What follows belongs to an exercise in optimizing a design on an open flow for small area, a short achievable clock period and few clock cycles; a production flow would make more cautious choices.
Where RTL was checked, it was by simulation tests only, not by an equivalence proof against the original.
The RTL of run 2 was laid out without a check of its function.

==> design/flow/design.v <==
module FPU_FSM (
  input wire clk,
  input wire reset,
  input wire start,
  input wire       sign_bit_a,
  input wire [7:0] int_part_a,
  input wire [7:0] frac_part_a,
  input wire       sign_bit_b,
  input wire [7:0] int_part_b,
  input wire [7:0] frac_part_b,
  input wire [1:0] S,  
  output wire [31:0] result,
  output wire       sign_bit_result,
  output wire [7:0] int_part_result,
  output wire [7:0] frac_part_result,
  output reg done
);
  localparam K = 3;                    
  localparam NMC = (16 + K - 1) / K;   
  localparam MW = NMC * K;             
  localparam ML = 23 - MW;             
  wire [15:0] A = {int_part_a, frac_part_a};
  wire [15:0] B = {int_part_b, frac_part_b};
  wire nzA = |A;
  wire nzB = |B;
  wire sac = sign_bit_a & nzA;
  wire sbc = sign_bit_b & nzB;
  wire eff_sub = sac ^ sbc ^ S[0];
  wire [16:0] s_ab = {1'b0, A} + {1'b0, B};
  wire [16:0] d_ab = {1'b0, A} - {1'b0, B};
  wire [15:0] d_ba = B - A;
  wire a_lt_b = d_ab[16];
  wire [16:0] M = !eff_sub ? s_ab : (a_lt_b ? {1'b0, d_ba} : d_ab);
  wire add_sign = (eff_sub & a_lt_b) ? (sbc ^ S[0]) : sac;
  wire [16:0] nin = M;
  reg [16:0] nt;
  reg [4:0] nz;
  always @(*) begin
    nt = nin;
    nz[4] = (nt[16:1] == 16'd0); if (nz[4]) nt = {nt[0], 16'd0};
    nz[3] = (nt[16:9] == 8'd0);  if (nz[3]) nt = {nt[8:0], 8'd0};
    nz[2] = (nt[16:13] == 4'd0); if (nz[2]) nt = {nt[12:0], 4'd0};
    nz[1] = (nt[16:15] == 2'd0); if (nz[1]) nt = {nt[14:0], 2'd0};
    nz[0] = ~nt[16];             if (nz[0]) nt = {nt[15:0], 1'b0};
  end
  reg [15:0] at;
  reg [3:0] az;
  always @(*) begin
    at = A;
    az[3] = (at[15:8] == 8'd0);  if (az[3]) at = {at[7:0], 8'd0};
    az[2] = (at[15:12] == 4'd0); if (az[2]) at = {at[11:0], 4'd0};
    az[1] = (at[15:14] == 2'd0); if (az[1]) at = {at[13:0], 2'd0};
    az[0] = ~at[15];             if (az[0]) at = {at[14:0], 1'b0};
  end
  reg [15:0] bt;
  reg [3:0] bz;
  always @(*) begin
    bt = B;
    bz[3] = (bt[15:8] == 8'd0);  if (bz[3]) bt = {bt[7:0], 8'd0};
    bz[2] = (bt[15:12] == 4'd0); if (bz[2]) bt = {bt[11:0], 4'd0};
    bz[1] = (bt[15:14] == 2'd0); if (bz[1]) bt = {bt[13:0], 2'd0};
    bz[0] = ~bt[15];             if (bz[0]) bt = {bt[14:0], 1'b0};
  end
  wire [15:0] An = nzA ? at : 16'h8000;
  wire [15:0] Bn = nzB ? bt : 16'h8000;
  wire [7:0] ea = nzA ? (8'd134 - {4'd0, az}) : 8'd0;
  wire [7:0] eb = nzB ? (8'd134 - {4'd0, bz}) : 8'd0;
  reg [7:0] add_e;
  always @(*) begin
    case (nz)
      5'd0: add_e = 8'd135;  5'd1: add_e = 8'd134;  5'd2: add_e = 8'd133;
      5'd3: add_e = 8'd132;  5'd4: add_e = 8'd131;  5'd5: add_e = 8'd130;
      5'd6: add_e = 8'd129;  5'd7: add_e = 8'd128;  5'd8: add_e = 8'd127;
      5'd9: add_e = 8'd126;  5'd10: add_e = 8'd125; 5'd11: add_e = 8'd124;
      5'd12: add_e = 8'd123; 5'd13: add_e = 8'd122; 5'd14: add_e = 8'd121;
      5'd15: add_e = 8'd120; default: add_e = 8'd119;
    endcase
  end
  wire mzero = eff_sub ? (A == B) : ~(nzA | nzB);
  wire [31:0] add_res = mzero ? {add_sign, 31'd0}
                      : {add_sign, add_e, nt[15:0], 7'd0};
  wire [4:0] blen = 5'd16 - {1'b0, az};
  reg [2:0] mcyc;
  integer c;
  always @(*) begin
    mcyc = NMC;
    for (c = NMC - 1; c >= 1; c = c - 1)
      if (blen <= c * K) mcyc = c;
  end
  wire [MW-1:0] mq0 = {An, {(MW-16){1'b0}}} >> (MW - K * mcyc);
  wire q0 = (An >= Bn);
  wire [7:0] ex = ea + (eb ^ {8{S[0]}}) + {7'd0, ~S[0]};
  wire [7:0] ex1 = ex - 8'd1;
  reg [31:0] res;
  reg b_mul, b_div, pk;
  reg dm;              
  reg pcr;             
  reg [2:0] cnt;
  reg [16:0] X;        
  reg [16:0] V;        
  reg [5:0] bud;       
  wire idle = ~(b_mul | b_div);
  wire [MW-1:0] MQ = res[22:ML];    
  wire [16:0] xs [0:K];
  wire [K-1:0] q;      
  wire [K-1:0] mo;     
  assign xs[0] = X;
  genvar g;
  generate
    for (g = 0; g < K; g = g + 1) begin : stg
      wire [16:0] op2 = V & {17{dm | MQ[g]}};
      wire [17:0] sum = {1'b0, xs[g]} + {1'b0, op2} + {17'd0, dm};
      wire qq = sum[17];
      wire [15:0] y = qq ? sum[15:0] : xs[g][15:0];
      assign xs[g+1] = dm ? {y, 1'b0} : {1'b0, sum[16:1]};
      assign q[g] = qq;
      assign mo[g] = sum[0];
    end
  endgenerate
  wire [2*K:0] ge;
  genvar n;
  generate
    for (n = 0; n <= 2 * K; n = n + 1) begin : gen_ge
      assign ge[n] = ~bud[5] && (bud[4:0] >= n);
    end
  endgenerate
  reg [K-1:0] qv;
  reg [3:0] pc;        
  integer t;
  always @(*) begin
    pc = 4'd0;
    for (t = 0; t < K - 1; t = t + 1) begin
      qv[t] = q[t] & ge[t + pc];
      pc = pc + {3'd0, q[t]};
    end
    qv[K-1] = q[K-1] & ge[K - 1 + pc];
  end
  wire div_end = q[K-1] ? ~ge[K + 1 + pc] : ~ge[K + pc];
  wire [5:0] bud_t = bud - K[5:0] - {2'd0, pc};
  wire [5:0] bud_t1 = bud - K[5:0] - 6'd1 - {2'd0, pc};
  wire [5:0] bud_next = q[K-1] ? bud_t1 : bud_t;
  wire [MW-1:0] MQn = {mo, MQ[MW-1:K]};
  wire [16+MW-1:0] P = {X[15:0], MQ};
  localparam PT = 16 + MW - 1;
  wire [16+MW-1:0] Pl = {xs[K][15:0], MQn};
  wire pcl = Pl[PT];
  wire [16+MW-1:0] Pn = pcl ? Pl : {Pl[PT-1:0], 1'b0};
  wire [22:0] pm = P[PT-1:PT-23];
  wire pg = P[PT-24];
  wire pr = P[PT-25];
  wire ps = |P[PT-26:0];
  wire rnd = pg & (pr | ps | pm[0]);
  wire ones = &pm;
  wire ovf = rnd & ones;
  wire [22:0] pm_r = !rnd ? pm : (ones ? 23'h400000 : pm + 23'd1);
  wire [7:0] pke = res[30:23] + {7'd0, pcr};    
  wire [7:0] pe = pke + {7'd0, ovf};
  always @(posedge clk or posedge reset) begin
    if (reset) begin
      b_mul <= 1'b0;
      pk <= 1'b0;
      b_div <= 1'b0;
      done <= 1'b0;
    end else begin
      done <= 1'b0;
      if (idle) begin
        if (start) begin
          pk <= 1'b0;
          if (!S[1] || (!S[0] && !(nzA && nzB))) done <= 1'b1;
          else if (!S[0]) b_mul <= 1'b1;
          else b_div <= 1'b1;
        end
      end
      if (b_mul && cnt == NMC - 1) begin
        b_mul <= 1'b0;
        pk <= 1'b1;
        done <= 1'b1;
      end
      if (b_div && div_end) begin
        b_div <= 1'b0;
        done <= 1'b1;
      end
    end
  end
  integer j;
  always @(posedge clk) begin
    cnt <= cnt + 3'd1;
    if (!idle) begin
      X <= (b_mul && cnt == NMC - 1) ? {1'b0, Pn[16+MW-1:MW]} : xs[K];
      bud <= bud_next;
    end
    if (idle && start) begin
      dm <= S[0];
      V <= S[0] ? ~{1'b0, Bn} : {1'b0, Bn};
      bud <= q0 ? 6'd23 : 6'd22;
      if (S[0]) begin
        X <= q0 ? {1'b0, An} : {An, 1'b0};
        cnt <= 3'd0;
      end else begin
        X <= 17'd0;
        cnt <= NMC - mcyc;
      end
    end
    if (idle && start) begin
      if (!S[1]) begin
        res <= add_res;
      end else if (!S[0]) begin
        res <= {sac ^ sbc, 31'd0};
        if (nzA && nzB) begin
          res[30:23] <= ex ^ 8'h80;
          res[22:ML] <= mq0;
        end
      end else begin
        res <= {sac ^ sbc, (q0 ? ex : ex1) ^ 8'h80, 23'd0};
      end
    end
    if (b_mul) begin
      pcr <= pcl;
      if (cnt == NMC - 1) begin
        res[22:ML] <= Pn[MW-1:0];
      end else begin
        res[22:ML] <= MQn;
      end
    end
    if (b_div) begin
      for (j = 0; j < 23; j = j + 1)
        if (cnt == (23 - j) / K) res[j] <= qv[(23 - j) % K];
    end
  end
  assign result = pk ? {res[31], pe, pm_r} : res;
  wire [7:0] rs = pk ? pke : res[30:23];
  wire wov = pk & ovf;
  wire [25:0] W = {wov, 1'b1, wov ? 23'd0 : result[22:0], 1'b0};
  wire [7:0] u = 8'd143 - rs;
  wire [25:0] Ws = W >> u[4:0];
  wire inr = (rs >= 8'd118) && (rs <= 8'd143);
  assign {int_part_result, frac_part_result} = inr ? Ws[15:0] : 16'd0;
  assign sign_bit_result = result[31];
endmodule
==> design/flow/flow/run.sh <==
#!/bin/bash
set -euo pipefail
cd "$(dirname "$0")/.."
bash standard.sh SETUP_SLACK_MARGIN=13 MATCH_CELL_FOOTPRINT=0 "BUFFER_PORTS_ARGS=-buffer_cell sky130_fd_sc_hd__buf_2" finish > standard_flow.log 2>&1
==> design/flow/standard.sh <==
#!/bin/bash
# synth_recipe.tcl (not shown) runs the flow's synth.tcl, then flattens the netlist and writes it again
# the make line also repeats each setting of config.mk as NAME=value (left out here)
make -C /OpenROAD-flow-scripts/flow DESIGN_CONFIG=/design/flow/config.mk WORK_HOME=/design/flow/orfs CLKGATE_MAP_FILE= SYNTH_SCRIPT=/design/flow/synth_recipe.tcl "${@:-finish}"
==> design/flow/config.mk <==
export PLATFORM = sky130hd
export DESIGN_NAME = FPU_FSM
export DESIGN_NICKNAME = FPU_FSM
export VERILOG_FILES = /design/flow/design.v
export SDC_FILE = /design/flow/constraint.sdc
export NUM_CORES = 4
export LEC_CHECK = 0
export ABC_AREA = 1
export CAP_MARGIN = 20
export CORE_MARGIN = 2
export CORE_UTILIZATION = 50
export PLACE_DENSITY = 0.65
export SLEW_MARGIN = 20
==> design/flow/constraint.sdc <==
create_clock -name core_clock -period 22.0 [get_ports {clk}]
set_input_delay 4.4000 -clock core_clock [delete_from_list [all_inputs] [get_ports {clk}]]
set_output_delay 4.4000 -clock core_clock [all_outputs]
set_load 0.01 [all_outputs]
==> reports/metrics.csv, run 1 <==
metric;value;unit
run_status;complete, no violations;
die_h;194;µm
synthCells;3174;
synthDistinctLibCells;71;
drt_drc_violations_left;0;
rr_startpoint;dm;
cp_common_cell;nand2_1;
cp_data_required_time;22.30;ns
critPathMaxStageDelay;0.46;ns
r2r_cells;54;
placement_rows;69;
critical_path.endpoint;res[11];
critical_path.slowest_cell;fa_1;
clk_latency;0.36;ns
synth_seq_area_share;0.120;
worst_pin_slew;1.02;ns
start_kind;input pin;
grt_first_pass_wirelength;105000;µm
drt-total-wl;66200;µm
finalSetupViolCount;0;
clkTransAtPathRegs;0.06;ns
routedWlPerCell;18.1;µm
fin_crit;8.72;ns
area_of_the_core;35500;µm²
floorplan.initialDensity;0.506;
relSlewSlack;0.317;
worstSetupStartpoint;int_part_a[7];
timing.hold.worst.class;reg -> reg;
reported_max_cap_violation_count;0;
timing_worst_setup_path_type;in -> reg;
routabilityCongestion;1.05;
final_antenna_net_count;0;
cts_sinks;81;
grt.overflow.total;0;
skew;0.00964;ns
route.top_layer_used;met4;
grt_antenna_before_repair;0;
maxSlewViolCount;0;
layout.filler_cells;3749;
syn_area;18000;µm²
routedLengthMet1;27900;µm
dr_wl_met2;30200;µm
die_width;194;µm
dp_worst_setup_slack;10.46;ns
period_share;0.396;
numPortBuffers;88;
htreeDepth;3;
count_of_flip_flops_with_a_built_in_enable_after_synthesis;51;
worstPathMaxFanout;18;
cts_root_buf;clkbuf_16;
finish.utilization;0.547;
syn_avg_cell_area;5.66;µm²
die_area;37400;µm²
largest_net_degree_at_the_start_of_global_routing;53;
regToRegEndpoint;res[7];
n_antenna_cell;0;
timing.hold.worst.start;res[0];
detailedRoute.firstIterationViolations;1834;
timing_hold_violations_final;0;
hpwl;53400;µm
postSynth.topFlopCell;edfxtp_1;
fin_ws;13.28;ns
vias;21090;
first_global_vias;19950;
rsz0062_at_grt;false;
worst_setup_slack_for_register_to_register_paths;13.54;ns
ios;89;
final_common_cell;nand2_1;
routed_via_density;5.75;
tritoncts;yes;
num-nets-final;3394;
detailroute.wirelength.met3;4280;µm
setup_crit_end_kind;register;
fmax;0.115;GHz
cp_data_arrival_time;9.02;ns
asyncSetResetFlopFracSynth;0.0494;
finalSetupTns;0;ns
total_of_flip_flops_plus_latches_after_synthesis;81;
grtUsageTotal;0.345;
cts.hold.buffers_added;0;
cts_max_path_buffers;2;
layout-drive-gt1-share;0.0936;
drt_pre_antenna_iters;6;
whs_path_depth;2;
ys_warn_count;1;
numCtsBuffers;9;
mostFrequentLayoutCells;955 x nand2_1, 393 x inv_1, 288 x nor2_1, 282 x o21ai_0, 219 x nand3_1;
syn2layout_area_growth;8.12;%
worst max-delay path: cells and delay by family:
| kind | cells | cell delay (ns) |
|---|---|---|
| buf+inv | 8 | 1.14 |
| compound gates | 4 | 0.73 |
| simple gates | 18 | 2.07 |
| fa+ha+maj | 2 | 0.62 |
cell usage after synthesis, types with 22 or more instances:
master	instances	area [µm²]
buf_2	23	115
o211ai_1	29	218
clkbuf_1	61	229
edfxtp_1	51	1530
ha_1	144	1800
inv_2	22	82.6
nand2_1	963	3610
nand4_1	40	250
nand2_2	24	150
o21ai_1	46	230
dfxtp_1	26	521
o21ai_0	294	1470
xnor2_1	25	219
xor2_1	71	622
a21oi_1	183	916
nand3_1	221	1110
inv_1	397	1490
nor2_1	296	1110
final cells by class:
| cell class | instances | area (µm²) | area share |
|---|---|---|---|
| multi-input combinational | 2556 | 13900 | 0.717 |
| sequential | 81 | 2150 | 0.111 |
| inverter | 425 | 1640 | 0.0844 |
| timing repair buffer | 126 | 796 | 0.0410 |
| tap | 461 | 577 | 0.0297 |
| clock buffer | 11 | 254 | 0.0131 |
| clock inverter | 5 | 83.8 | 0.00432 |
per-layer routing:
metal / up-vias / GRT usage
li1: 10407 / -
met1: 9590 / 0.435
met2: 890 / 0.579
met3: 203 / 0.0347
met4: 0 / 0.184
met5: - / 0
timing repair:
item                                    CTS  global route
cloned                                    1             1
setup buffers                            13            13
pin swaps                                 8            12
endpoints found under the setup margin   54            65
resized for setup                        41            61
cell families (layout without fill, tap and decap cells):
group,after synthesis,in the layout,share of synthesized area
multiplexers,12,12,0.00697
XOR/XNOR,96,96,0.0468
buffers and inverters,538,567,0.121
AND/OR/NAND/NOR,1633,1634,0.388
other,2,2,0.000418
AO/OA/AOI/OAI,656,656,0.204
adder cells (fa/ha/maj),156,156,0.114
flip-flops,81,81,0.120
through the flow:
step | cells | hold WS [ns] | area [µm²]
3_5_place_dp | 3621 | 0.483 | 18500
4_1_cts | 3651 | 0.498 | 19100
2_1_floorplan | 3174 | 0.453 | 18000
5_1_grt | 3665 | 0.536 | 19400
6_report | 3665 | 0.493 | 19400
3_3_place_gp | 3621 | 0.466 | 18500
sequential cells by signal, summed over array words and instances, names as in the netlist:
register  cells
res          32
V            17
X            17
bud           6
cnt           3
b_div         1
b_mul         1
dm            1
done          1
pcr           1
pk            1
how the worst min path moves through the flow:
stage	end	slack [ns]
floorplan	res[0]	0.45
global placement	res[4]	0.47
detailed placement	res[0]	0.48
CTS	res[0]	0.50
global route	res[3]	0.54
finish	res[0]	0.49
Testbench counts, summed over its fixed seeds: cycles 41,078.
==> run 2, diff against run 1 <==
--- a/design/flow/design.v
+++ b/design/flow/design.v
@@ -34,13 +34,13 @@
   wire add_sign = (eff_sub & a_lt_b) ? (sbc ^ S[0]) : sac;
-  wire [16:0] nin = M;
-  reg [16:0] nt;
-  reg [4:0] nz;
-  always @(*) begin
-    nt = nin;
-    nz[4] = (nt[16:1] == 16'd0); if (nz[4]) nt = {nt[0], 16'd0};
-    nz[3] = (nt[16:9] == 8'd0);  if (nz[3]) nt = {nt[8:0], 8'd0};
-    nz[2] = (nt[16:13] == 4'd0); if (nz[2]) nt = {nt[12:0], 4'd0};
-    nz[1] = (nt[16:15] == 2'd0); if (nz[1]) nt = {nt[14:0], 2'd0};
-    nz[0] = ~nt[16];             if (nz[0]) nt = {nt[15:0], 1'b0};
-  end
+  reg [15:0] mt;
+  reg [3:0] mz;
+  always @(*) begin
+    mt = M[15:0];
+    mz[3] = (mt[15:8] == 8'd0);  if (mz[3]) mt = {mt[7:0], 8'd0};
+    mz[2] = (mt[15:12] == 4'd0); if (mz[2]) mt = {mt[11:0], 4'd0};
+    mz[1] = (mt[15:14] == 2'd0); if (mz[1]) mt = {mt[13:0], 2'd0};
+    mz[0] = ~mt[15];             if (mz[0]) mt = {mt[14:0], 1'b0};
+  end
+  wire [16:0] nt = M[16] ? M : {mt, 1'b0};
+  wire [4:0] nz = M[16] ? 5'd0 : {1'b0, mz} + 5'd1;
   reg [15:0] at;
==> design/flow/flow/run.sh (replaced) <==
#!/bin/bash
set -euo pipefail
cd "$(dirname "$0")/.."
bash standard.sh SETUP_SLACK_MARGIN=13 "BUFFER_PORTS_ARGS=-buffer_cell sky130_fd_sc_hd__buf_2" finish > standard_flow.log 2>&1
==> reports/metrics.csv, run 2 <==
metric;value;unit
area.sequential;2150;µm²
period_share;0.395;
cts_sinks;81;
syn_area;18300;µm²
count_of_flip_flops_with_a_built_in_enable_after_synthesis;51;
routabilityCongestion;1.04;
maxSlewViolCount;0;
synthDistinctLibCells;68;
finalSetupViolCount;0;
layout.cells.non_filler;3788;
max_ffs_per_register;32;
mostFrequentLayoutCells;1,023 x nand2_1, 393 x inv_1, 288 x nand3_1, 254 x nor2_1, 237 x o21ai_0;
drt_drc_violations_left;0;
regMostFlops;res;
worst_pin_slew;0.823;ns
critical_path.n_buffers_inverters;7;
total_of_flip_flops_plus_latches_after_synthesis;81;
reported_max_cap_violation_count;0;
largest_net_degree_at_the_start_of_global_routing;64;
numCtsBuffers;9;
drt_pre_antenna_iters;6;
clkTransAtPathRegs;0.08;ns
yosysTopAreaCellShare;0.211;
fmax;0.115;GHz
reg.largest.list;res (32), V (17), X (17);
synthCells;3257;
start_kind;input pin;
final_common_cell;nand2_1;
ys_warn_count;1;
synth_top_cells_by_count;1,032 x nand2_1, 403 x inv_1, 289 x nand3_1;
fin_crit;8.69;ns
detailedRoute.firstIterationViolations;2325;
postSynth.topFlopCell;edfxtp_1;
run_status;complete, no violations;
grt_first_pass_wirelength;108000;µm
skew;0.0130;ns
numPortBuffers;88;
routedWlPerCell;18.2;µm
place.detailed.instances;3708;
clk_latency;0.36;ns
die_area;38200;µm²
largest_cells_by_area_after_synthesis;nand2_1 21%, ha_1 9.9%, edfxtp_1 8.4%, inv_1 8.3%, nand3_1 7.9%;
drt-total-wl;69100;µm
syn_avg_cell_area;5.63;µm²
cp_data_arrival_time;8.80;ns
num-nets-final;3511;
n_antenna_cell;0;
die_h;195;µm
rsz0062_at_grt;false;
total_area_of_multi_input_combinational_cells;14100;µm²
timing_worst_setup_path_type;in -> reg;
dp_worst_setup_slack;11.57;ns
critPathTopFamily;simple AND/OR/NAND/NOR gates;
layout.filler_cells;3869;
syn2layout_area_growth;8.49;%
cts_root_buf;clkbuf_16;
finalSetupTns;0;ns
critPathMaxStageDelay;0.31;ns
critical_path.slowest_cell;ha_1;
tritoncts;yes;
cts.hold.buffers_added;0;
setup_crit_end_kind;register;
htreeDepth;3;
vias;21989;
cp_data_required_time;22.10;ns
floorplan.initialDensity;0.504;
grt_antenna_before_repair;0;
cts_max_path_buffers;2;
grt.overflow.total;0;
fin_ws;13.31;ns
grtUsageTotal;0.352;
synth_seq_area_share;0.117;
area_of_the_core;36300;µm²
layout-drive-gt1-share;0.102;
fin_worst_hold_slack;0.501;ns
ios;89;
placement_rows;70;
cp_common_cell;o21a_1;
routed_via_density;5.80;
cell_type_contributing_the_most_total_cell_area_after_synthesis;nand2_1;
final_antenna_net_count;0;
relSlewSlack;0.451;
asyncSetResetFlopFracSynth;0.0494;
die_width;195;µm
most_instantiated_library_cell_after_synthesis;nand2_1;
worstPathMaxFanout;9;
timing.hold.worst.class;reg -> reg;
hpwl;55600;µm
first_global_vias;20416;
timing_hold_violations_final;0;
run 2: cell types whose count changed after synthesis, sizes merged, moves of 10 or more:
cell / before / now
o21ai: 344 / 273
inv: 420 / 432
nand2: 995 / 1065
a21oi: 192 / 210
nand3: 229 / 299
xor2: 71 / 81
nor2: 314 / 277
a31oi: 8 / 18
run 2: repair_timing:
action                                  in CTS  in global routing
resized for setup                           27                 60
cloned                                       1                  3
pin swaps                                    1                 11
endpoints found under the setup margin      52                 50
buffers inserted                             6                 54
run 2: cell families after synthesis:
family	synth area share
flops	0.117
buf+inv	0.122
simple gates	0.410
fa+ha+maj	0.112
mux	0.00382
compound gates	0.187
xor+xnor	0.0468
other cells	0.000410
run 2: final timing paths:
path                               start  depth (start not counted)  slack [ns]       to
setup / recovery           int_part_a[4]                         30       13.31  res[28]
hold / removal                    res[4]                          2        0.50   res[4]
setup reg to reg                      dm                         38       13.51    X[13]
hold reg to reg                   res[4]                          2        0.50   res[4]
max in group asynchronous          reset                          2       17.88    b_div
min in group asynchronous          reset                          2        3.94     done
run 2: layer usage:
metal / up-vias / track usage / part of all wire
li1: 10766 / - / -
met2: 1038 / 0.615 / 0.47
met3: 201 / 0.0392 / 0.074
met4: 0 / 0.159 / 0.048
met5: - / 0 / 0
met1: 9984 / 0.434 / 0.41
run 2: worst register-to-register path: cells and delay by family, from the launching register on:
family	cells	cell delay [ns]
compound gates	10	2.46
xor+xnor	1	0.18
fa+ha+maj	3	1.14
buf+inv	7	1.32
flops	1	0.41
simple gates	17	2.70
run 2: area by class of cell:
cell class / count / area share
Multi-Input combinational cell: 2621 / 0.711
Sequential cell: 81 / 0.108
Inverter: 439 / 0.0849
Timing Repair Buffer: 160 / 0.0512
Tap cell: 468 / 0.0295
Clock buffer: 9 / 0.0113
Clock inverter: 7 / 0.00308
Timing Repair inverter: 3 / 0.000881
run 2: stage by stage:
| step | util | area (µm²) |
|---|---|---|
| 6_report | 0.547 | 19900 |
| 5_1_grt | 0.547 | 19900 |
| 4_1_cts | 0.530 | 19300 |
| 3_5_place_dp | 0.519 | 18800 |
| 3_3_place_gp | 0.518 | 18800 |
| 2_1_floorplan | - | 18300 |
==> run 3, diff against run 2 <==
--- a/design/flow/design.v
+++ b/design/flow/design.v
@@ -18,4 +18,5 @@
   localparam K = 3;                    
-  localparam NMC = (16 + K - 1) / K;   
-  localparam MW = NMC * K;             
+  localparam KM = 2 * K;               
+  localparam NMC = (17 + KM - 1) / KM;  
+  localparam MW = NMC * KM;            
   localparam ML = 23 - MW;             
@@ -34,13 +35,13 @@
   wire add_sign = (eff_sub & a_lt_b) ? (sbc ^ S[0]) : sac;
-  reg [15:0] mt;
-  reg [3:0] mz;
-  always @(*) begin
-    mt = M[15:0];
-    mz[3] = (mt[15:8] == 8'd0);  if (mz[3]) mt = {mt[7:0], 8'd0};
-    mz[2] = (mt[15:12] == 4'd0); if (mz[2]) mt = {mt[11:0], 4'd0};
-    mz[1] = (mt[15:14] == 2'd0); if (mz[1]) mt = {mt[13:0], 2'd0};
-    mz[0] = ~mt[15];             if (mz[0]) mt = {mt[14:0], 1'b0};
-  end
-  wire [16:0] nt = M[16] ? M : {mt, 1'b0};
-  wire [4:0] nz = M[16] ? 5'd0 : {1'b0, mz} + 5'd1;
+  wire [16:0] nin = M;
+  reg [16:0] nt;
+  reg [4:0] nz;
+  always @(*) begin
+    nt = nin;
+    nz[4] = (nt[16:1] == 16'd0); if (nz[4]) nt = {nt[0], 16'd0};
+    nz[3] = (nt[16:9] == 8'd0);  if (nz[3]) nt = {nt[8:0], 8'd0};
+    nz[2] = (nt[16:13] == 4'd0); if (nz[2]) nt = {nt[12:0], 4'd0};
+    nz[1] = (nt[16:15] == 2'd0); if (nz[1]) nt = {nt[14:0], 2'd0};
+    nz[0] = ~nt[16];             if (nz[0]) nt = {nt[15:0], 1'b0};
+  end
   reg [15:0] at;
@@ -87,5 +88,5 @@
     for (c = NMC - 1; c >= 1; c = c - 1)
-      if (blen <= c * K) mcyc = c;
-  end
-  wire [MW-1:0] mq0 = {An, {(MW-16){1'b0}}} >> (MW - K * mcyc);
+      if (blen + 5'd1 <= c * KM) mcyc = c;
+  end
+  wire [MW-1:0] mq0 = {An, {(MW-16){1'b0}}} >> (MW + 1 - KM * mcyc);
   wire q0 = (An >= Bn);
@@ -99,3 +100,4 @@
   reg [16:0] X;        
-  reg [16:0] V;        
+  reg [15:0] V;        
+  reg bp;              
   reg [5:0] bud;       
@@ -105,3 +107,3 @@
   wire [K-1:0] q;      
-  wire [K-1:0] mo;     
+  wire [KM-1:0] mo;    
   assign xs[0] = X;
@@ -110,9 +112,18 @@
     for (g = 0; g < K; g = g + 1) begin : stg
-      wire [16:0] op2 = V & {17{dm | MQ[g]}};
-      wire [17:0] sum = {1'b0, xs[g]} + {1'b0, op2} + {17'd0, dm};
-      wire qq = sum[17];
+      wire blo = (g == 0) ? bp : MQ[2*g-1];
+      wire b0 = MQ[2*g];
+      wire b1 = MQ[2*g+1];
+      wire one = b0 ^ blo;
+      wire two = (b1 & ~b0 & ~blo) | (~b1 & b0 & blo);
+      wire [17:0] mag = one ? {2'b0, V} : two ? {1'b0, V, 1'b0} : 18'd0;
+      wire inv = dm | b1;
+      wire [17:0] mg = dm ? {2'b0, V} : mag;
+      wire [18:0] op1 = dm ? {2'b0, xs[g]} : {{2{xs[g][16]}}, xs[g]};
+      wire [18:0] op2 = {19{inv}} ^ {1'b0, mg};
+      wire [18:0] sum = op1 + op2 + {18'd0, inv};
+      wire qq = ~sum[18];
       wire [15:0] y = qq ? sum[15:0] : xs[g][15:0];
-      assign xs[g+1] = dm ? {y, 1'b0} : {1'b0, sum[16:1]};
+      assign xs[g+1] = dm ? {y, 1'b0} : sum[18:2];
       assign q[g] = qq;
-      assign mo[g] = sum[0];
+      assign mo[2*g+1:2*g] = sum[1:0];
     end
@@ -141,3 +152,3 @@
   wire [5:0] bud_next = q[K-1] ? bud_t1 : bud_t;
-  wire [MW-1:0] MQn = {mo, MQ[MW-1:K]};
+  wire [MW-1:0] MQn = {mo, MQ[MW-1:KM]};
   wire [16+MW-1:0] P = {X[15:0], MQ};
@@ -145,4 +156,4 @@
   wire [16+MW-1:0] Pl = {xs[K][15:0], MQn};
-  wire pcl = Pl[PT];
-  wire [16+MW-1:0] Pn = pcl ? Pl : {Pl[PT-1:0], 1'b0};
+  wire pcl = Pl[PT-1];
+  wire [16+MW-1:0] Pn = pcl ? {Pl[PT-1:0], 1'b0} : {Pl[PT-2:0], 2'b0};
   wire [22:0] pm = P[PT-1:PT-23];
@@ -193,3 +204,4 @@
       dm <= S[0];
-      V <= S[0] ? ~{1'b0, Bn} : {1'b0, Bn};
+      V <= Bn;
+      bp <= 1'b0;
       bud <= q0 ? 6'd23 : 6'd22;
@@ -218,2 +230,3 @@
       pcr <= pcl;
+      bp <= MQ[KM-1];
       if (cnt == NMC - 1) begin
--- a/design/flow/config.mk
+++ b/design/flow/config.mk
@@ -11,2 +11,3 @@
 export CORE_UTILIZATION = 50
+export GPL_TIMING_DRIVEN = 1
 export PLACE_DENSITY = 0.65
==> reports/metrics.csv, run 3 <==
metric;value;unit
run_status;complete, no violations;
cts_max_path_buffers;2;
die_h;193;µm
count_of_flip_flops_with_a_built_in_enable_after_synthesis;51;
rsz0062_at_grt;true;
post_synth_fa_ha_maj_area_fraction;0.105;
post_synth_and_or_nand_nor_area_fraction;0.332;
hpwl;55900;µm
placement_rows;69;
critical_path.n_buffers_inverters;6;
floorplan.initialDensity;0.506;
total_area_of_multi_input_combinational_cells;14300;µm²
fin_ws;13.29;ns
rr_startpoint;dm;
final_common_cell;nand2_1;
period_share;0.396;
syn_area;17900;µm²
reg.largest.list;res (32), X (17), V (16);
mostFrequentLayoutCells;778 x nand2_1, 397 x inv_1, 255 x o21ai_0, 207 x nor2_1, 195 x a21oi_1;
cts_sinks;81;
ys_warn_count;1;
relSlewSlack;0.413;
area_of_the_core;35400;µm²
most_instantiated_library_cell_after_synthesis;nand2_1;
clk_latency;0.36;ns
total_of_flip_flops_plus_latches_after_synthesis;81;
grt.overflow.total;0;
syn_avg_cell_area;5.85;µm²
cts.hold.buffers_added;0;
worst_pin_slew;0.871;ns
drt_pre_antenna_iters;8;
synth-compound-area-share;0.244;
dominant_combinational_cell_family_by_area_after_synthesis;simple AND/OR/NAND/NOR gates;
final_antenna_net_count;0;
yosys.area_share.xor_xnor;0.0723;
htreeDepth;3;
critPathMaxStageDelay;0.39;ns
routabilityCongestion;1.05;
synth_top_cells_by_count;786 x nand2_1, 407 x inv_1, 285 x o21ai_0;
cp_common_cell;nand2_1;
area.sequential;2160;µm²
first_global_vias;19997;
routed_via_density;6.02;
n_antenna_cell;0;
finalSetupTns;0;ns
synth.mux.area_fraction;0.00412;
fin_crit;8.71;ns
regMostFlops;res;
grt_antenna_before_repair;1;
finalSetupViolCount;0;
tritoncts;yes;
yosysTopAreaCellShare;0.165;
cp_data_arrival_time;9.00;ns
dp_worst_setup_slack;11.13;ns
layout-drive-gt1-share;0.138;
cts_root_buf;clkbuf_16;
critical_path.slowest_cell;ha_2;
timing.hold.worst.start;res[1];
ios;89;
setup_crit_end_kind;register;
timing_worst_setup_path_type;in -> reg;
start_kind;input pin;
layout.filler_cells;3692;
worstPathMaxFanout;16;
postLayoutCellArea;20200;µm²
syn2layout_area_growth;12.6;%
cp_data_required_time;22.29;ns
die_area;37400;µm²
drt-total-wl;70600;µm
reported_max_cap_violation_count;0;
vias;21791;
grt_first_pass_wirelength;109000;µm
timing_hold_violations_final;0;
synth_seq_area_share;0.120;
skew;0.0109;ns
largest_net_degree_at_the_start_of_global_routing;56;
num-nets-final;3336;
synthCells;3066;
synthDistinctLibCells;78;
place_area;18500;µm²
critPathTopFamily;simple AND/OR/NAND/NOR gates;
die_width;193;µm
max_ffs_per_register;32;
numCtsBuffers;9;
drt_drc_violations_left;0;
postSynth.topFlopCell;edfxtp_1;
detailedRoute.firstIterationViolations;2684;
grtUsageTotal;0.357;
routedWlPerCell;19.5;µm
asyncSetResetFlopFracSynth;0.0494;
largest_cells_by_area_after_synthesis;nand2_1 16%, ha_1 9.5%, edfxtp_1 8.5%, inv_1 8.5%, o21ai_0 8.0%;
worstSetupStartpoint;frac_part_a[5];
fmax;0.115;GHz
timing.hold.worst.class;reg -> reg;
cell_type_contributing_the_most_total_cell_area_after_synthesis;nand2_1;
maxSlewViolCount;0;
clkTransAtPathRegs;0.07;ns
numPortBuffers;88;
-- run 3: worst paths after layout --
path | endpoint | depth (start not counted) | slack (ns)
worst max-delay path | res[10] | 34 | 13.29
worst max register to register | X[15] | 48 | 13.44
max in group asynchronous | done | 2 | 17.81
worst min-delay path | res[1] | 2 | 0.48
min in group asynchronous | b_mul | 2 | 3.98
worst min register to register | res[1] | 2 | 0.48
-- run 3: layer usage --
metal,up-vias,track usage,wire (µm)
met2,1119,0.569,31100
met5,-,0,11
met3,168,0.0823,7160
li1,10398,-,-
met4,2,0.117,2250
met1,10104,0.476,30100
-- run 3: stage by stage --
stage | cells | utilization | hold slack, ns
after CTS | 3547 | 0.541 | 0.489
after global routing | 3618 | 0.570 | 0.513
after global placement | 3515 | 0.523 | 0.470
final | 3618 | 0.570 | 0.482
after detailed placement | 3515 | 0.523 | 0.476
after floorplan | 3067 | - | 0.453
-- run 3: worst reg2reg max path, delay by kind of cell (launching register included) --
kind	cells	cell delay [ns]
AOI/OAI and AO/OA	13	2.69
xor gates and xnor gates	1	0.18
adders and majority gates	3	0.96
buffers and inverters	10	1.53
DFF	1	0.40
and+or+nand+nor	21	2.55
-- run 3: cells by family after synthesis --
family	Yosys count
DFF	81
other	2
adders and majority gates	145
muxes	7
and+or+nand+nor	1372
xor gates and xnor gates	148
buffers and inverters	553
AOI/OAI and AO/OA	758
-- run 3: layout make-up --
type,instances,area share
clock inverters,4,0.00130
multi-input cells,2441,0.710
repair buffers,176,0.0555
clock buffers,12,0.0119
repair inverters,2,0.000496
flip-flops and latches,81,0.107
inverters,441,0.0849
well taps,461,0.0286
-- run 3: timing repair --
item,in CTS,in global routing
pin swaps,7,37
setup endpoints to repair,69,69
gates cloned,2,8
gates resized for setup,70,135
setup buffers,14,63
Testbench counts of run 3, summed over its fixed seeds: cycles 35,965.
==> run 4, diff against run 3 <==
--- a/design/flow/config.mk
+++ b/design/flow/config.mk
@@ -11,4 +11,4 @@
 export CORE_UTILIZATION = 50
-export GPL_TIMING_DRIVEN = 1
 export PLACE_DENSITY = 0.65
 export SLEW_MARGIN = 20
+export TNS_END_PERCENT = 10
==> reports/metrics.csv, run 4 <==
metric;value;unit
cts_sinks;81;
period_share;0.396;
cts_root_buf;clkbuf_16;
whs_path_depth;2;
grt.overflow.total;0;
total_of_flip_flops_plus_latches_after_synthesis;81;
largest_cells_by_area_after_synthesis;nand2_1 16%, ha_1 9.5%, edfxtp_1 8.5%, inv_1 8.5%, o21ai_0 8.0%;
reported_max_cap_violation_count;0;
detailedRoute.firstIterationViolations;2815;
synthCells;3066;
final_common_cell;nand2_1;
layout.filler_cells;3694;
n_antenna_cell;0;
cell_type_contributing_the_most_total_cell_area_after_synthesis;nand2_1;
rr_startpoint;dm;
worst_setup_slack_for_register_to_register_paths;13.45;ns
numPortBuffers;88;
regToRegEndpoint;res[21];
hold-path-endpoint;res[1];
setup_crit_end_kind;register;
timing.hold.worst.class;reg -> reg;
critPathMaxStageDelay;0.42;ns
drt-total-wl;70500;µm
grt_antenna_before_repair;1;
clk_latency;0.35;ns
dp_worst_setup_slack;11.13;ns
drt_pre_antenna_iters;7;
reg.largest.list;res (32), X (17), V (16);
largest_net_degree_at_the_start_of_global_routing;56;
cp_common_cell;nand2_1;
ios;89;
clkTransAtPathRegs;0.06;ns
cp_data_arrival_time;9.00;ns
drt_drc_violations_left;0;
area_of_the_core;35400;µm²
max_ffs_per_register;32;
die_width;193;µm
critical_path.slowest_cell;fa_1;
ys_warn_count;1;
die_area;37400;µm²
routed_via_density;6.02;
fmax;0.115;GHz
tritoncts;yes;
asyncSetResetFlopFracSynth;0.0494;
r2r_cells;51;
fin_crit;8.72;ns
fin_worst_hold_slack;0.481;ns
finish.utilization;0.569;
postSynth.topFlopCell;edfxtp_1;
mostFrequentLayoutCells;779 x nand2_1, 397 x inv_1, 255 x o21ai_0, 208 x nor2_1, 196 x a21oi_1;
run_status;complete, no violations;
fin_ws;13.28;ns
cts_max_path_buffers;2;
cp_data_required_time;22.28;ns
htreeDepth;3;
rsz0062_at_grt;true;
relSlewSlack;0.352;
finalSetupViolCount;0;
synth_top_cells_by_count;786 x nand2_1, 407 x inv_1, 285 x o21ai_0;
grt_first_pass_wirelength;108000;µm
final_antenna_net_count;0;
skew;0.0102;ns
synthDistinctLibCells;78;
yosysTopAreaCellShare;0.165;
count_of_flip_flops_with_a_built_in_enable_after_synthesis;51;
synth_seq_area_share;0.120;
routabilityCongestion;1.05;
syn_avg_cell_area;5.85;µm²
first_global_vias;20000;
placement_rows;69;
vias;21759;
floorplan.initialDensity;0.506;
maxSlewViolCount;0;
die_h;193;µm
most_instantiated_library_cell_after_synthesis;nand2_1;
timing_hold_violations_final;0;
syn_area;17900;µm²
start_kind;input pin;
cts.hold.buffers_added;0;
hpwl;55900;µm
routedWlPerCell;19.5;µm
timing_worst_setup_path_type;in -> reg;
worstPathMaxFanout;16;
regMostFlops;res;
finalSetupTns;0;ns
numCtsBuffers;9;
grtUsageTotal;0.357;
timing.hold.worst.start;res[1];
layout-drive-gt1-share;0.136;
syn2layout_area_growth;12.3;%
num-nets-final;3333;
worst_pin_slew;0.965;ns
## run 4: layer usage
metal / vias up / share of wire / GRT usage / wire length (µm)
met1: 10094 / 0.43 / 0.476 / 30200
li1: 10383 / - / - / -
met2: 1118 / 0.44 / 0.568 / 31000
met4: 2 / 0.031 / 0.118 / 2200
met5: - / 0.00016 / 0 / 11
met3: 162 / 0.10 / 0.0819 / 7030
## run 4: how the worst max path moves through the flow
stage | from | endpoint | slack [ns] | depth (start not counted)
floorplan | int_part_a[6] | res[30] | 13.03 | 31
global placement | int_part_a[4] | X[4] | 11.25 | 32
detailed placement | int_part_b[4] | res[30] | 11.13 | 31
CTS | int_part_a[2] | res[30] | 12.94 | 33
global route | int_part_b[4] | res[30] | 12.90 | 32
finish | frac_part_a[0] | res[9] | 13.28 | 31
## run 4: stage by stage
step | std cells | area (µm²)
finish | 3615 | 20100
global route | 3615 | 20100
CTS | 3547 | 19100
detailed placement | 3515 | 18500
global placement | 3515 | 18500
floorplan | 3067 | 17900
## run 4: worst max-delay path: cells and delay by family
family	cells	cell delay, ns
AOI/OAI and AO/OA	9	1.55
buffers and inverters	3	0.28
and+or+nand+nor	16	1.79
adders and majority gates	2	0.69
xor gates and xnor gates	1	0.24
## run 4: what timing repair did
item	CTS	global route
setup buffers	14	60
pin swaps	7	36
cloned	2	8
gates resized for setup	63	135
endpoints found under the setup margin	69	69
## run 4: cell families after synthesis
logic type / count (synthesis) / synth area share
DFF: 81 / 0.120
buffers and inverters: 553 / 0.122
AOI/OAI and AO/OA: 758 / 0.244
xor gates and xnor gates: 148 / 0.0723
adders and majority gates: 145 / 0.105
other: 2 / 0.000419
muxes: 7 / 0.00412
and+or+nand+nor: 1372 / 0.332
## run 4: area by class of cell
class                           count  area (µm²)  share of cell area
Tap cell                          461         577              0.0287
Sequential cell                    81        2160               0.107
Timing Repair inverter              2        10.0            0.000497
Inverter                          441        1710              0.0851
Timing Repair Buffer              173        1100              0.0545
Multi-Input combinational cell   2441       14300               0.711
Clock inverter                      4        26.3             0.00131
Clock buffer                       12         240              0.0119
==> run 5, diff against run 4 <==
--- a/design/flow/config.mk
+++ b/design/flow/config.mk
@@ -13,2 +13 @@
 export SLEW_MARGIN = 20
-export TNS_END_PERCENT = 10
==> reports/metrics.csv, run 5 <==
metric;value;unit
synthDistinctLibCells;78;
die_h;193;µm
mostFrequentLayoutCells;778 x nand2_1, 397 x inv_1, 255 x o21ai_0, 207 x nor2_1, 195 x a21oi_1;
floorplan.initialDensity;0.506;
asyncSetResetFlopFracSynth;0.0494;
cts_sinks;81;
detailedRoute.firstIterationViolations;2684;
timing_worst_setup_path_type;in -> reg;
fin_ws;13.29;ns
syn_area;17900;µm²
largest_cells_by_area_after_synthesis;nand2_1 16%, ha_1 9.5%, edfxtp_1 8.5%, inv_1 8.5%, o21ai_0 8.0%;
tritoncts;yes;
grtUsageTotal;0.357;
cts_max_path_buffers;2;
grt_first_pass_wirelength;109000;µm
count_of_flip_flops_with_a_built_in_enable_after_synthesis;51;
synth_seq_area_share;0.120;
critical_path.slowest_cell;ha_2;
worst_pin_slew;0.871;ns
clkTransAtPathRegs;0.07;ns
die_area;37400;µm²
hpwl;55900;µm
yosysTopAreaCellShare;0.165;
skew;0.0109;ns
die_width;193;µm
total_of_flip_flops_plus_latches_after_synthesis;81;
run_status;complete, no violations;
finalSetupTns;0;ns
worstPathMaxFanout;16;
numPortBuffers;88;
fmax;0.115;GHz
final_common_cell;nand2_1;
timing_hold_violations_final;0;
critPathMaxStageDelay;0.39;ns
clk_latency;0.36;ns
synth_top_cells_by_count;786 x nand2_1, 407 x inv_1, 285 x o21ai_0;
setup_crit_end_kind;register;
synthCells;3066;
relSlewSlack;0.413;
cts_root_buf;clkbuf_16;
regMostFlops;res;
drt_pre_antenna_iters;8;
cp_data_arrival_time;9.00;ns
n_antenna_cell;0;
grt.overflow.total;0;
syn2layout_area_growth;12.6;%
largest_net_degree_at_the_start_of_global_routing;56;
htreeDepth;3;
routedWlPerCell;19.5;µm
postSynth.topFlopCell;edfxtp_1;
layout-drive-gt1-share;0.138;
cp_data_required_time;22.29;ns
reg.largest.list;res (32), X (17), V (16);
most_instantiated_library_cell_after_synthesis;nand2_1;
drt_drc_violations_left;0;
max_ffs_per_register;32;
grt_antenna_before_repair;1;
ios;89;
cell_type_contributing_the_most_total_cell_area_after_synthesis;nand2_1;
reported_max_cap_violation_count;0;
routabilityCongestion;1.05;
numCtsBuffers;9;
routed_via_density;6.02;
maxSlewViolCount;0;
start_kind;input pin;
first_global_vias;19997;
finalSetupViolCount;0;
ys_warn_count;1;
dp_worst_setup_slack;11.13;ns
placement_rows;69;
period_share;0.396;
area_of_the_core;35400;µm²
rsz0062_at_grt;true;
layout.filler_cells;3692;
timing.hold.worst.class;reg -> reg;
final_antenna_net_count;0;
num-nets-final;3336;
syn_avg_cell_area;5.85;µm²
drt-total-wl;70600;µm
vias;21791;
fin_crit;8.71;ns
cp_common_cell;nand2_1;
run 5: cell counts after synthesis:
Identical to the previous run, type by type.
run 5: kinds of logic after synthesis:
family	after synthesis	synth area share
muxes	7	0.00412
DFF	81	0.120
other	2	0.000419
and+or+nand+nor	1372	0.332
xor gates and xnor gates	148	0.0723
AOI/OAI and AO/OA	758	0.244
adders and majority gates	145	0.105
buffers and inverters	553	0.122
run 5: layer usage:
layer,vias to the layer above,part of all wire,GRT usage
met5,-,0.00016,0
met4,2,0.032,0.117
met3,168,0.10,0.0823
met2,1119,0.44,0.569
met1,10104,0.43,0.476
li1,10398,-,-
run 5: per-stage QoR:
| step | cells | cell area (µm²) | hold WS (ns) | util |
|---|---|---|---|---|
| 6_report | 3618 | 20200 | 0.482 | 0.570 |
| 5_1_grt | 3618 | 20200 | 0.513 | 0.570 |
| 4_1_cts | 3547 | 19100 | 0.489 | 0.541 |
| 3_3_place_gp | 3515 | 18500 | 0.470 | 0.523 |
| 2_1_floorplan | 3067 | 17900 | 0.453 | - |
| 3_5_place_dp | 3515 | 18500 | 0.476 | 0.523 |
run 5: path summary, 6_finish.rpt:
| kind | from | end | slack [ns] | cells after the start |
|---|---|---|---|---|
| worst max register to register | dm | X[15] | 13.44 | 48 |
| worst max-delay path | frac_part_a[5] | res[10] | 13.29 | 34 |
| max in group asynchronous | reset | done | 17.81 | 2 |
| worst min-delay path | res[1] | res[1] | 0.48 | 2 |
| min in group asynchronous | reset | b_mul | 3.98 | 2 |
| worst min register to register | res[1] | res[1] | 0.48 | 2 |
run 5: cell type report:
| type | count | area [µm²] | area share |
|---|---|---|---|
| Clock buffer | 12 | 240 | 0.0119 |
| Timing Repair inverter | 2 | 10.0 | 0.000496 |
| Clock inverter | 4 | 26.3 | 0.00130 |
| Tap cell | 461 | 577 | 0.0286 |
| Sequential cell | 81 | 2160 | 0.107 |
| Multi-Input combinational cell | 2441 | 14300 | 0.710 |
| Inverter | 441 | 1710 | 0.0849 |
| Timing Repair Buffer | 176 | 1120 | 0.0555 |
run 5: timing repair:
item | 4_1_cts | 5_1_grt
pin swaps | 7 | 37
hold endpoints to repair | 0 | 0
hold buffers | 0 | 0
endpoints found under the setup margin | 69 | 69
buffers inserted | 14 | 63
gates resized for setup | 70 | 135
cloned | 2 | 8
run 5: critical path, delay by kind of cell:
kind	cells	cell delay, ns
adder cells (fa/ha/maj)	1	0.39
AND/OR/NAND/NOR	21	2.44
AO/OA/AOI/OAI	6	0.93
buffers and inverters	6	0.81
==> run 6, diff against run 5 <==
==> design/flow/flow/run.sh (replaced) <==
#!/bin/bash
set -euo pipefail
cd "$(dirname "$0")/.."
bash standard.sh SETUP_SLACK_MARGIN=12.5 "BUFFER_PORTS_ARGS=-buffer_cell sky130_fd_sc_hd__buf_2" finish > standard_flow.log 2>&1
==> reports/metrics.csv, run 6 <==
metric;value;unit
layout.filler_cells;3736;
period_share;0.413;
syn_area;17900;µm²
mostFrequentLayoutCells;781 x nand2_1, 401 x inv_1, 271 x o21ai_0, 217 x nor2_1, 206 x a21oi_1;
total_area_of_multi_input_combinational_cells;13900;µm²
ios;89;
timing_hold_violations_final;0;
timing_worst_setup_path_type;in -> reg;
start_kind;input pin;
htreeDepth;3;
numPortBuffers;88;
first_global_vias;19617;
total_of_flip_flops_plus_latches_after_synthesis;81;
ys_warn_count;1;
max_ffs_per_register;32;
rr_startpoint;dm;
hpwl;55700;µm
synthDistinctLibCells;78;
post_synth_fa_ha_maj_area_fraction;0.105;
drt-total-wl;69100;µm
cp_data_arrival_time;9.24;ns
placement_rows;69;
clk_latency;0.36;ns
rsz0062_at_grt;true;
finalSetupTns;0;ns
regMostFlops;res;
routedWlPerCell;19.3;µm
postSynth.topFlopCell;edfxtp_1;
area_of_the_core;35400;µm²
area.sequential;2160;µm²
n_antenna_cell;0;
drt_pre_antenna_iters;7;
fin_crit;9.08;ns
post_synth_and_or_nand_nor_area_fraction;0.332;
cell_type_contributing_the_most_total_cell_area_after_synthesis;nand2_1;
cts_sinks;81;
reg.largest.list;res (32), X (17), V (16);
synth-compound-area-share;0.244;
skew;0.0171;ns
num-nets-final;3290;
grt_antenna_before_repair;0;
finalSetupViolCount;0;
largest_net_degree_at_the_start_of_global_routing;64;
routabilityCongestion;1.03;
largest_cells_by_area_after_synthesis;nand2_1 16%, ha_1 9.5%, edfxtp_1 8.5%, inv_1 8.5%, o21ai_0 8.0%;
cts_max_path_buffers;2;
final_antenna_net_count;0;
grt.overflow.total;0;
timing.hold.worst.class;reg -> reg;
yosysTopAreaCellShare;0.165;
numCtsBuffers;9;
syn_avg_cell_area;5.85;µm²
cp_common_cell;nor2_1;
floorplan.initialDensity;0.506;
cp_data_required_time;22.16;ns
cts_root_buf;clkbuf_16;
die_h;193;µm
fmax;0.110;GHz
synth.mux.area_fraction;0.00412;
asyncSetResetFlopFracSynth;0.0494;
syn2layout_area_growth;8.54;%
worst_pin_slew;0.921;ns
tritoncts;yes;
dominant_combinational_cell_family_by_area_after_synthesis;simple AND/OR/NAND/NOR gates;
grtUsageTotal;0.354;
synthCells;3066;
timing.hold.worst.start;res[3];
drt_drc_violations_left;0;
cts.hold.buffers_added;0;
vias;21561;
layout-drive-gt1-share;0.105;
worstSetupStartpoint;int_part_a[5];
critical_path.slowest_cell;a31oi_1;
reported_max_cap_violation_count;0;
final_common_cell;nand2_1;
yosys.area_share.xor_xnor;0.0723;
setup_crit_end_kind;register;
count_of_flip_flops_with_a_built_in_enable_after_synthesis;51;
synth_top_cells_by_count;786 x nand2_1, 407 x inv_1, 285 x o21ai_0;
maxSlewViolCount;0;
grt_first_pass_wirelength;108000;µm
synth_seq_area_share;0.120;
die_area;37400;µm²
detailedRoute.firstIterationViolations;2705;
die_width;193;µm
most_instantiated_library_cell_after_synthesis;nand2_1;
worstPathMaxFanout;16;
critPathMaxStageDelay;0.53;ns
clkTransAtPathRegs;0.07;ns
finish.utilization;0.550;
run_status;complete, no violations;
routed_via_density;6.04;
relSlewSlack;0.380;
-- run 6: changes by cell type in the layout (fill, tap and decap cells not counted), sizes merged --
| cell | previous run | this run |
|---|---|---|
| nand2 | 816 | 814 |
| o21ai | 325 | 326 |
| nor2 | 238 | 236 |
| buf | 176 | 135 |
| a21oi | 217 | 216 |
| clkinvlp | 10 | 4 |
| clkinv | 10 | 12 |
| inv | 427 | 429 |
| clkbuf | 12 | 13 |
-- run 6: area by class of cell --
class,instances,area share
multi-input cells,2437,0.716
flip-flops and latches,81,0.111
inverters,441,0.0865
repair buffers,136,0.0420
well taps,461,0.0296
clock buffers,12,0.0138
clock inverters,4,0.00161
-- run 6: worst max-delay path, delay by kind of cell --
kind / cells / cell delay (ns)
buffers and inverters: 5 / 0.73
AOI/OAI and AO/OA: 10 / 2.12
adders and majority gates: 1 / 0.35
and+or+nand+nor: 14 / 1.61
-- run 6: through the flow --
step | hold slack [ns] | setup slack, ns | instances | area, µm²
2_1_floorplan | 0.453 | 12.95 | 3067 | 17900
3_3_place_gp | 0.467 | 11.09 | 3515 | 18500
3_5_place_dp | 0.475 | 11.08 | 3515 | 18500
4_1_cts | 0.490 | 12.52 | 3540 | 19000
5_1_grt | 0.534 | 12.47 | 3572 | 19500
6_report | 0.491 | 12.92 | 3572 | 19500
-- run 6: cell families after synthesis --
logic type,count (synthesis)
DFF,81
buffers and inverters,553
muxes,7
AOI/OAI and AO/OA,758
xor gates and xnor gates,148
other,2
adders and majority gates,145
and+or+nand+nor,1372
-- run 6: timing repair --
action | 4_1_cts | 5_1_grt
setup buffers | 7 | 29
endpoints found under the setup margin | 53 | 69
pin swaps | 6 | 7
cloned | 2 | 2
gates resized for setup | 29 | 64
-- run 6: path summary, 6_finish.rpt --
kind	slack [ns]	cells past startpoint	end
min in group asynchronous	3.97	2	pk
hold reg to reg	0.49	2	res[3]
hold / removal	0.49	2	res[3]
max in group asynchronous	17.84	2	b_mul
setup / recovery	12.92	30	res[30]
setup reg to reg	13.17	50	X[6]
-- run 6: metal layers --
metal / vias up / wire length, µm / track usage
li1: 10278 / - / -
met1: 9942 / 30000 / 0.494
met2: 1170 / 30100 / 0.559
met3: 171 / 6670 / 0.0556
met4: 0 / 2270 / 0.111
met5: - / 0 / 0
==> run 7, diff against run 6 <==
==> design/flow/run.sh (new file) <==
#!/bin/bash
# synth_recipe.tcl (not shown) runs the flow's synth.tcl, then flattens the netlist and writes it again
# the make line also repeats each setting of config.mk as NAME=value (left out here)
make -C /OpenROAD-flow-scripts/flow DESIGN_CONFIG=/design/flow/config.mk WORK_HOME=/design/flow/orfs CLKGATE_MAP_FILE= SYNTH_SCRIPT=/design/flow/synth_recipe.tcl finish
removed: design/flow/flow/run.sh
removed: design/flow/standard.sh
==> reports/metrics.csv, run 7 <==
metric;value;unit
relSlewSlack;0.321;
syn_avg_cell_area;5.85;µm²
cts_sinks;81;
mostFrequentLayoutCells;785 x nand2_1, 407 x inv_1, 284 x o21ai_0, 223 x nor2_1, 212 x a21oi_1;
finish.utilization;0.545;
rsz0062_at_grt;false;
final_common_cell;nand2_1;
die_width;193;µm
worstPathMaxFanout;20;
largest_net_degree_at_the_start_of_global_routing;57;
ios;89;
regMostFlops;res;
fmax;0.0907;GHz
numCtsBuffers;9;
tritoncts;yes;
layout-drive-gt1-share;0.0492;
die_area;37400;µm²
timing_worst_setup_path_type;in -> reg;
clk_latency;0.36;ns
drt-total-wl;66500;µm
detailedRoute.firstIterationViolations;2634;
grt.overflow.total;0;
count_of_flip_flops_with_a_built_in_enable_after_synthesis;51;
maxSlewViolCount;0;
ys_warn_count;1;
n_antenna_cell;0;
htreeDepth;3;
grt_antenna_before_repair;0;
finalSetupViolCount;0;
syn2layout_area_growth;7.56;%
routedWlPerCell;18.8;µm
clkTransAtPathRegs;0.06;ns
cp_data_required_time;22.16;ns
critPathMaxStageDelay;0.77;ns
routedLengthMet1;29600;µm
area_of_the_core;35400;µm²
timing_hold_violations_final;0;
num-nets-final;3250;
largest_cells_by_area_after_synthesis;nand2_1 16%, ha_1 9.5%, edfxtp_1 8.5%, inv_1 8.5%, o21ai_0 8.0%;
detailroute.wirelength.met3;5970;µm
reg.largest.list;res (32), X (17), V (16);
grtUsageTotal;0.344;
postSynth.topFlopCell;edfxtp_1;
fin_ws;10.98;ns
drt_drc_violations_left;0;
worst_pin_slew;1.01;ns
total_of_flip_flops_plus_latches_after_synthesis;81;
dp_worst_setup_slack;10.70;ns
run_status;complete, no violations;
syn_area;17900;µm²
first_global_vias;19495;
synthDistinctLibCells;78;
die_h;193;µm
routabilityCongestion;1.05;
cts_max_path_buffers;2;
vias;20980;
grt_first_pass_wirelength;105000;µm
start_kind;input pin;
drt_pre_antenna_iters;6;
synthCells;3066;
skew;0.00849;ns
yosysTopAreaCellShare;0.165;
period_share;0.501;
numPortBuffers;88;
fin_crit;11.02;ns
cts_resized;0;
timing.hold.worst.class;reg -> reg;
floorplan.initialDensity;0.506;
setup_crit_end_kind;register;
post_cts.repair.setup_buffers;0;
asyncSetResetFlopFracSynth;0.0494;
hpwl;54400;µm
synth_seq_area_share;0.120;
reported_max_cap_violation_count;0;
cp_data_arrival_time;11.18;ns
final_antenna_net_count;0;
synth_top_cells_by_count;786 x nand2_1, 407 x inv_1, 285 x o21ai_0;
route.top_layer_used;met4;
cell_type_contributing_the_most_total_cell_area_after_synthesis;nand2_1;
max_ffs_per_register;32;
cts.hold.buffers_added;0;
placement_rows;69;
routed_via_density;5.94;
cts_root_buf;clkbuf_16;
fin_worst_hold_slack;0.482;ns
dr_wl_met2;29400;µm
critical_path.slowest_cell;nor2_1;
finalSetupTns;0;ns
most_instantiated_library_cell_after_synthesis;nand2_1;
run 7: cell counts after synthesis:
No cell type changed its count.
run 7: area by class of cell:
class	count	area, µm²
flip-flops and latches	81	2150
inverters	441	1660
multi-input cells	2433	13600
well taps	461	577
repair buffers	100	971
fillers	3750	16100
clock buffers	13	273
clock inverters	3	45.0
run 7: worst paths after layout:
kind	startpoint	to	slack (ns)	depth (start not counted)
setup / recovery	int_part_b[0]	res[30]	10.98	31
hold / removal	res[1]	res[1]	0.48	2
setup reg to reg	dm	X[0]	11.10	48
hold reg to reg	res[1]	res[1]	0.48	2
max in group asynchronous	reset	pk	17.51	2
min in group asynchronous	reset	b_mul	4.29	2
run 7: critical path: cells and delay by family:
kind | cells | cell delay (ns)
adders and majority gates | 1 | 0.34
and+or+nand+nor | 14 | 2.92
AOI/OAI and AO/OA | 12 | 2.23
buffers and inverters | 4 | 1.25
run 7: through the flow:
stage	area [µm²]	instances
5_1_grt	19300	3532
4_1_cts	19300	3532
3_3_place_gp	19000	3516
2_1_floorplan	17900	3067
6_report	19300	3532
3_5_place_dp	19000	3516
run 7: cells by family (layout without fill, tap and decap cells):
kind of cell / count (synthesis) / in the layout / synth area share
buffers and inverters: 553 / 557 / 0.122
xor gates and xnor gates: 148 / 148 / 0.0723
other: 2 / 3 / 0.000419
muxes: 7 / 7 / 0.00412
and+or+nand+nor: 1372 / 1372 / 0.332
adders and majority gates: 145 / 145 / 0.105
DFF: 81 / 81 / 0.120
AOI/OAI and AO/OA: 758 / 758 / 0.244
run 7: layer usage:
layer / GRT usage / up-vias
met1: 0.474 / 9734
li1: - / 10206
met4: 0.0905 / 0
met2: 0.557 / 936
met3: 0.0565 / 104
met5: 0 / -
==> run 8, diff against run 7 <==
==> design/flow/flow/run.sh (new file) <==
#!/bin/bash
set -euo pipefail
cd "$(dirname "$0")/.."
bash standard.sh SETUP_SLACK_MARGIN=14 "BUFFER_PORTS_ARGS=-buffer_cell sky130_fd_sc_hd__buf_2" finish > standard_flow.log 2>&1
==> design/flow/standard.sh (new file) <==
#!/bin/bash
# synth_recipe.tcl (not shown) runs the flow's synth.tcl, then flattens the netlist and writes it again
# the make line also repeats each setting of config.mk as NAME=value (left out here)
make -C /OpenROAD-flow-scripts/flow DESIGN_CONFIG=/design/flow/config.mk WORK_HOME=/design/flow/orfs CLKGATE_MAP_FILE= SYNTH_SCRIPT=/design/flow/synth_recipe.tcl "${@:-finish}"
--- a/design/flow/config.mk
+++ b/design/flow/config.mk
@@ -13 +13,2 @@
 export SLEW_MARGIN = 20
+export TNS_END_PERCENT = 10
removed: design/flow/run.sh
==> reports/metrics.csv, run 8 <==
metric;value;unit
run_status;complete, no violations;
worst_setup_slack_for_register_to_register_paths;13.86;ns
hpwl;55600;µm
numPortBuffers;88;
timing_worst_setup_path_type;in -> reg;
worst_pin_slew;0.979;ns
whs_path_depth;2;
numCtsBuffers;9;
max_ffs_per_register;32;
critPathMaxStageDelay;0.26;ns
drt_pre_antenna_iters;9;
cts_max_path_buffers;2;
grt.overflow.total;0;
htreeDepth;3;
met3_usage;0.0682;
clk_latency;0.37;ns
fin_crit;8.54;ns
final_common_cell;nand2_1;
final_antenna_net_count;0;
maxSlewViolCount;0;
worstPathMaxFanout;7;
mostFrequentLayoutCells;755 x nand2_1, 377 x inv_1, 225 x o21ai_0, 201 x nor2_1, 190 x buf_4;
cp_data_arrival_time;8.65;ns
reg.largest.list;res (32), X (17), V (16);
clkTransAtPathRegs;0.07;ns
critPathTopFamily;simple AND/OR/NAND/NOR gates;
relSlewSlack;0.340;
syn2layout_area_growth;24.4;%
finish.utilization;0.630;
asyncSetResetFlopFracSynth;0.0494;
die_width;193;µm
vias;22569;
cp_num_cells;32;
ios;89;
synth_seq_area_share;0.120;
skew;0.0111;ns
routed_via_density;6.03;
total_of_flip_flops_plus_latches_after_synthesis;81;
floorplan.initialDensity;0.506;
cts_sinks;81;
routedWlPerCell;19.8;µm
timing.hold.worst.class;reg -> reg;
largest_cells_by_area_after_synthesis;nand2_1 16%, ha_1 9.5%, edfxtp_1 8.5%, inv_1 8.5%, o21ai_0 8.0%;
first_global_vias;20460;
timing_hold_violations_final;0;
die_h;193;µm
globalRouteMet2Util;0.600;
syn_area;17900;µm²
regMostFlops;res;
grtUsageMet1;0.512;
grt_antenna_before_repair;0;
yosysTopAreaCellShare;0.165;
start_kind;input pin;
largest_net_degree_at_the_start_of_global_routing;48;
layout-drive-gt1-share;0.210;
grt_first_pass_wirelength;113000;µm
fmax;0.117;GHz
grtUsageTotal;0.373;
placement_rows;69;
finalSetupViolCount;0;
synthCells;3066;
r2r_cells;49;
syn_avg_cell_area;5.85;µm²
cp_data_required_time;22.12;ns
synth_top_cells_by_count;786 x nand2_1, 407 x inv_1, 285 x o21ai_0;
most_instantiated_library_cell_after_synthesis;nand2_1;
[run 8: final timing paths]
kind | start | endpoint
setup / recovery | int_part_a[7] | res[27]
hold / removal | res[3] | res[3]
setup reg to reg | dm | res[12]
hold reg to reg | res[3] | res[3]
max in group asynchronous | reset | pk
min in group asynchronous | reset | b_mul
[run 8: routing by layer]
| metal | wire length, µm | up-vias |
|---|---|---|
| li1 | - | 10646 |
| met1 | 31100 | 10436 |
| met2 | 32900 | 1278 |
| met3 | 7920 | 209 |
| met4 | 2370 | 0 |
| met5 | 0 | - |
[run 8: stage by stage]
step / worst slack, ns / hold slack [ns] / instances
CTS: 13.51 / 0.495 / 3674
global route: 13.16 / 0.529 / 3743
finish: 13.46 / 0.494 / 3743
detailed placement: 11.21 / 0.478 / 3513
floorplan: 13.53 / 0.453 / 3067
global placement: 11.24 / 0.469 / 3513
[run 8: logic make-up (layout without fill, tap and decap cells)]
group,Yosys count,after routing,share of synthesized area
flops,81,81,0.120
fa+ha+maj,145,145,0.105
simple gates,1372,1379,0.332
xor+xnor,148,148,0.0723
mux,7,7,0.00412
other cells,2,3,0.000419
compound gates,758,761,0.244
buf+inv,553,758,0.122
[run 8: layout make-up]
| class | instances | area (µm²) |
|---|---|---|
| clock inverter | 5 | 37.5 |
| timing repair buffer | 297 | 2330 |
| timing repair inverter | 4 | 38.8 |
| clock buffer | 11 | 253 |
| tap | 461 | 577 |
| multi-input combinational | 2443 | 15100 |
| fill | 3366 | 13100 |
| sequential | 81 | 2160 |
| inverter | 441 | 1760 |
[run 8: repair_timing]
action	in CTS	in global routing
resized for setup	270	159
pin swaps	68	75
cloned	14	3
setup endpoints to repair	77	72
setup buffers	131	66
[run 8: worst register-to-register path, delay by kind of cell, from the launching register on]
kind,cells,cell delay [ns]
flip-flops,1,0.45
AO/OA/AOI/OAI,12,2.20
buffers and inverters,12,1.85
XOR/XNOR,1,0.19
AND/OR/NAND/NOR,21,2.46
adder cells (fa/ha/maj),3,0.87

[what the ideal ports hide]
How much do the figures lean on ideal ports? The routed layouts below were timed once more, with nothing changed but the port constraints. Step 1, drivers: a clkbuf_16 drives clk and a buf_2 each remaining input, both assumed. Step 2, shift: input delay + t, output delay - t, t = (earliest + latest rising clock arrival at the registers) / 2. This alone moves slack from input paths to output paths. Three values: no drivers, after step 1, after step 2; two values: the first two.
| run | t (ns) | setup slack, ns | worst hold slack (ns) | clock arrival spread, ns | pins driven straight from the clock port |
|---|---|---|---|---|---|
| run 1 | 0.403 | 13.280 / 13.307 / 12.903 | 0.493 / 0.493 / 0.493 | 0.014 / 0.015 | 1 |
| run 2 | 0.397 | 13.306 / 13.325 / 12.929 | 0.501 / 0.501 / 0.501 | 0.013 / 0.014 | 1 |
| run 3 | 0.401 | 13.289 / 13.246 / 12.911 | 0.482 / 0.482 / 0.482 | 0.011 / 0.011 | 1 |
| run 4 | 0.399 | 13.280 / 13.262 / 12.909 | 0.481 / 0.481 / 0.481 | 0.010 / 0.010 | 1 |
| run 5 | 0.401 | 13.289 / 13.246 / 12.911 | 0.482 / 0.482 / 0.482 | 0.011 / 0.011 | 1 |
| run 6 | 0.401 | 12.919 / 12.946 / 12.545 | 0.491 / 0.491 / 0.491 | 0.018 / 0.017 | 1 |
| run 7 | 0.399 | 10.980 / 11.003 / 10.604 | 0.482 / 0.482 / 0.482 | 0.008 / 0.008 | 1 |
| run 8 | 0.415 | 13.464 / 13.448 / 13.044 | 0.494 / 0.494 / 0.494 | 0.013 / 0.013 | 1 |
After both steps setup and hold are still met in every run listed. The setup slack of run 8, which loses most, moves by -0.016 ns with the drivers and by -0.420 ns with both steps.
